What follows belongs to an exercise in optimizing a design on an open flow for small area and a short achievable clock period; a production flow would make more cautious choices. Function was checked by simulation only, so behaviour that the tests miss may differ from the original. Power and IR drop assume default switching activity.

==> module cpu, before the edit <==
module cpu (clk, rst, imem_addr, imem_data, test, test1);
	input clk, rst;
	output [6:0] imem_addr;
	input  [31:0] imem_data;
	output [31:0] test;
	output [31:0] test1;
	reg [6:0] pc;
	always @(posedge clk or posedge rst)
		if (rst) pc <= 7'd0;
		else     pc <= pc + 7'd1;
	assign imem_addr = pc;
	reg [31:0] ir;
	always @(posedge clk)
		ir <= rst ? 32'd0 : imem_data;
	assign test = ir;
	wire [5:0] op = ir[31:26];
	wire [5:0] fn = ir[5:0];
	wire d_lw  = (op == 6'b000111);
	wire d_sw  = (op == 6'b001000);
	wire d_r   = (op == 6'b000110);
	wire d_add = d_r & (fn == 6'b100000);
	wire d_sub = d_r & (fn == 6'b100010);
	wire d_and = d_r & (fn == 6'b100100);
	wire d_or  = d_r & (fn == 6'b100101);
	wire d_mem = d_lw | d_sw;
	wire d_valid = d_mem | d_add | d_sub | d_and | d_or;
	wire d_arith = d_mem | d_add | d_sub;
	wire [4:0] d_dest = d_mem ? ir[20:16] : (d_valid ? ir[15:11] : 5'd0);
	wire [511:0] rf;      
	wire [15:0] rs_oh, rt_oh;
	genvar g;
	generate
		for (g = 0; g < 16; g = g + 1) begin : DEC
			assign rs_oh[g] = ~rst & (ir[25:21] == g);
			assign rt_oh[g] = ~rst & (ir[20:16] == g);
		end
	endgenerate
	reg [31:0] rd_a, rd_b;
	integer k;
	always @(*) begin
		rd_a = 32'd0;
		rd_b = 32'd0;
		for (k = 0; k < 16; k = k + 1) begin
			rd_a = rd_a | ({32{rs_oh[k]}} & rf[32*k +: 32]);
			rd_b = rd_b | ({32{rt_oh[k]}} & rf[32*k +: 32]);
		end
	end
	reg [31:0] ea;            
	reg [31:0] eb;            
	reg [31:0] es;            
	reg e_arith, e_sub, e_or, e_sw, e_mem, e_valid, e_nw;
	reg [3:0] e_dest;
	always @(posedge clk) begin
		ea   <= rd_a;
		eb   <= d_mem ? {16'd0, ir[15:0]} : (rd_b ^ {32{d_sub}});
		es   <= rd_b;
		if (rst) begin
			e_arith <= 1'b0; e_sub <= 1'b0; e_or <= 1'b0;
			e_sw <= 1'b0; e_mem <= 1'b0; e_valid <= 1'b0; e_nw <= 1'b0;
			e_dest <= 4'd0;
		end else begin
			e_arith <= d_arith; e_sub <= d_sub; e_or <= d_or;
			e_sw <= d_sw; e_mem <= d_mem; e_valid <= d_valid; e_nw <= d_dest[4];
			e_dest <= d_dest[3:0];
		end
	end
	wire [32:0] sum1 = {ea, 1'b1} + {eb, e_sub};
	wire [31:0] sum = sum1[32:1];
	wire [31:0] res = e_arith ? sum : (e_or ? (ea | eb) : (ea & eb));
	reg m_mem, m_valid, m_nw;
	reg [3:0] m_dest;
	reg [31:0] md;
	reg [12:0] m_rsel;
	wire [415:0] dm;      
	wire [12:0] ap = ea[12:0] ^ eb[12:0];
	wire [12:0] aa = ea[12:0] & eb[12:0];
	wire [12:0] ao = ea[12:0] | eb[12:0];
	wire hi_ok = &(~(ap[12:5] ^ ao[11:4]));
	wire [12:0] hit;
	generate
		for (g = 0; g < 13; g = g + 1) begin : ADEC
			wire [4:0] K = g;
			wire [4:0] cin  = ap[4:0] ^ K;
			wire [3:0] cout;
			genvar b;
			for (b = 0; b < 4; b = b + 1) begin : B
				assign cout[b] = K[b] ? aa[b] : ao[b];
			end
			assign hit[g] = hi_ok & ~cin[0] & (cin[4:1] == cout[3:0]);
		end
	endgenerate
	wire [12:0] wsel = hit & {13{e_sw & m_valid}};
	wire [12:0] rsel = hit & {13{e_mem & ~d_sw}};
	always @(posedge clk) begin
		m_rsel <= rsel;
		if (rst) begin
			m_mem <= 1'b0; m_valid <= 1'b0; m_nw <= 1'b0; m_dest <= 4'd0;
			md <= 32'd0;
		end else begin
			m_mem <= e_mem; m_valid <= e_valid; m_nw <= e_nw; m_dest <= e_dest;
			md <= res;
		end
	end
	wire [31:0] sd0 = es & {32{~rst}};
	wire [31:0] sd1 = es | {32{rst}};
	function [31:0] init_word(input integer i);
		init_word = (i == 0) ? 32'd1000 : (i == 1) ? 32'd5000 :
		            (i == 2) ? 32'd2000 : (i == 3) ? 32'd3000 : 32'd0;
	endfunction
	generate
		for (g = 0; g < 13; g = g + 1) begin : DM
			wire [31:0] iw = init_word(g);
			wire [31:0] nd = (sd1 & iw) | (sd0 & ~iw);
			reg [31:0] q;
			always @(posedge clk)
				if (wsel[g] | rst) q <= nd;
			assign dm[32*g +: 32] = q;
		end
	endgenerate
	reg [31:0] mrd;
	always @(*) begin
		mrd = 32'd0;
		for (k = 0; k < 13; k = k + 1)
			mrd = mrd | ({32{m_rsel[k]}} & dm[32*k +: 32]);
	end
	wire [31:0] wbn = (m_mem ? mrd : md) & {32{~rst}};
	reg [31:0] wb;
	always @(posedge clk) wb <= wbn;
	assign test1 = wb;
	generate
		for (g = 0; g < 16; g = g + 1) begin : RF
			reg [31:0] q;
			always @(posedge clk)
				if (rst | (~m_nw & (m_dest == g))) q <= wbn;
			assign rf[32*g +: 32] = q;
		end
	endgenerate
endmodule
==> flow/config.mk <==
export PLATFORM = sky130hd
export DESIGN_NAME = cpu
export DESIGN_NICKNAME = cpu
export VERILOG_FILES = /design/flow/design.v
export SDC_FILE = /design/flow/constraint.sdc
export NUM_CORES = 4
export LEC_CHECK = 0
export CAP_MARGIN = 20
export CORE_MARGIN = 2
export CORE_UTILIZATION = 65
export SETUP_SLACK_MARGIN = 3.0
export SLEW_MARGIN = 20
==> flow/constraint.sdc <==
create_clock -name core_clock -period 5.5 [get_ports {clk}]
set_input_delay 1.1000 -clock core_clock [delete_from_list [all_inputs] [get_ports {clk}]]
set_output_delay 1.1000 -clock core_clock [all_outputs]
set_load 0.01 [all_outputs]
run.sh (not shown) runs the stock make flow with config.mk's settings and CLKGATE_MAP_FILE= SYNTH_SCRIPT=/design/flow/synth_recipe.tcl, a recipe that flattens the netlist after the stock synthesis.
The baseline completed with no timing, DRC or antenna violations.
Change:
--- a/flow/design.v
+++ b/flow/design.v
@@ -46,25 +46,24 @@
 		end
 	end
-	reg [31:0] ea;            
-	reg [31:0] eb;            
-	reg [31:0] es;            
-	reg e_arith, e_sub, e_or, e_sw, e_mem, e_valid, e_nw;
+	reg [31:0] ea, eb;        
+	reg [15:0] eimm;
+	reg e_arith, e_sub, e_or, e_imm, e_sw, e_mem, e_valid, e_nw;
 	reg [3:0] e_dest;
 	always @(posedge clk) begin
 		ea   <= rd_a;
-		eb   <= d_mem ? {16'd0, ir[15:0]} : (rd_b ^ {32{d_sub}});
-		es   <= rd_b;
+		eb   <= rd_b ^ {32{d_sub}};
+		eimm <= ir[15:0];
 		if (rst) begin
-			e_arith <= 1'b0; e_sub <= 1'b0; e_or <= 1'b0;
+			e_arith <= 1'b0; e_sub <= 1'b0; e_or <= 1'b0; e_imm <= 1'b0;
 			e_sw <= 1'b0; e_mem <= 1'b0; e_valid <= 1'b0; e_nw <= 1'b0;
 			e_dest <= 4'd0;
 		end else begin
-			e_arith <= d_arith; e_sub <= d_sub; e_or <= d_or;
+			e_arith <= d_arith; e_sub <= d_sub; e_or <= d_or; e_imm <= d_mem;
 			e_sw <= d_sw; e_mem <= d_mem; e_valid <= d_valid; e_nw <= d_dest[4];
 			e_dest <= d_dest[3:0];
 		end
 	end
-	wire [32:0] sum1 = {ea, 1'b1} + {eb, e_sub};
-	wire [31:0] sum = sum1[32:1];
+	wire [31:0] bop = e_imm ? {16'd0, eimm} : eb;
+	wire [31:0] sum = ea + bop + {31'd0, e_sub};
 	wire [31:0] res = e_arith ? sum : (e_or ? (ea | eb) : (ea & eb));
 	reg m_mem, m_valid, m_nw;
@@ -73,19 +72,8 @@
 	reg [12:0] m_rsel;
 	wire [415:0] dm;      
-	wire [12:0] ap = ea[12:0] ^ eb[12:0];
-	wire [12:0] aa = ea[12:0] & eb[12:0];
-	wire [12:0] ao = ea[12:0] | eb[12:0];
-	wire hi_ok = &(~(ap[12:5] ^ ao[11:4]));
 	wire [12:0] hit;
 	generate
 		for (g = 0; g < 13; g = g + 1) begin : ADEC
-			wire [4:0] K = g;
-			wire [4:0] cin  = ap[4:0] ^ K;
-			wire [3:0] cout;
-			genvar b;
-			for (b = 0; b < 4; b = b + 1) begin : B
-				assign cout[b] = K[b] ? aa[b] : ao[b];
-			end
-			assign hit[g] = hi_ok & ~cin[0] & (cin[4:1] == cout[3:0]);
+			assign hit[g] = (sum[12:0] == g);
 		end
 	endgenerate
@@ -102,6 +90,6 @@
 		end
 	end
-	wire [31:0] sd0 = es & {32{~rst}};
-	wire [31:0] sd1 = es | {32{rst}};
+	wire [31:0] sd0 = eb & {32{~rst}};
+	wire [31:0] sd1 = eb | {32{rst}};
 	function [31:0] init_word(input integer i);
 		init_word = (i == 0) ? 32'd1000 : (i == 1) ? 32'd5000 :
Utilization goes up by 1.6 points.
Clock power barely changes.
Sequential power is about the same.
Setup slack degrades by 1.0 ns.
Routed wire length goes down by 7.0%.
Power came out lower by 0.65%.
Register-to-register slack is worse by 1.0 ns.

## what the ideal ports hide
The results above use ideal ports. As a check the final layouts listed here were re-extracted and re-timed, cells and wires unchanged. Step 1 assumes that a clkbuf_16 drives the clock port and a buf_2 every other input. Step 2 times the ports against the registers' clock, not the clock port: input delays grow and output delays shrink by t, the midpoint of the rising clock arrivals with the driver on. a / b / c = ideal / step 1 / step 2; a / b = the first two.
run	t (ns)	setup WS [ns]	hold WS [ns]	worst setup path after step 2
the first run	0.748	2.431 / 2.431 / 1.925	0.482 / 0.481 / 0.481	input to register
the second run	0.746	1.436 / 1.436 / 1.436	0.384 / 0.384 / 0.384	register to register
After both steps setup and hold are still met in every run listed. For the first run, which loses most, drivers alone change the setup slack by 0.000 ns; drivers and shift together by -0.506 ns.
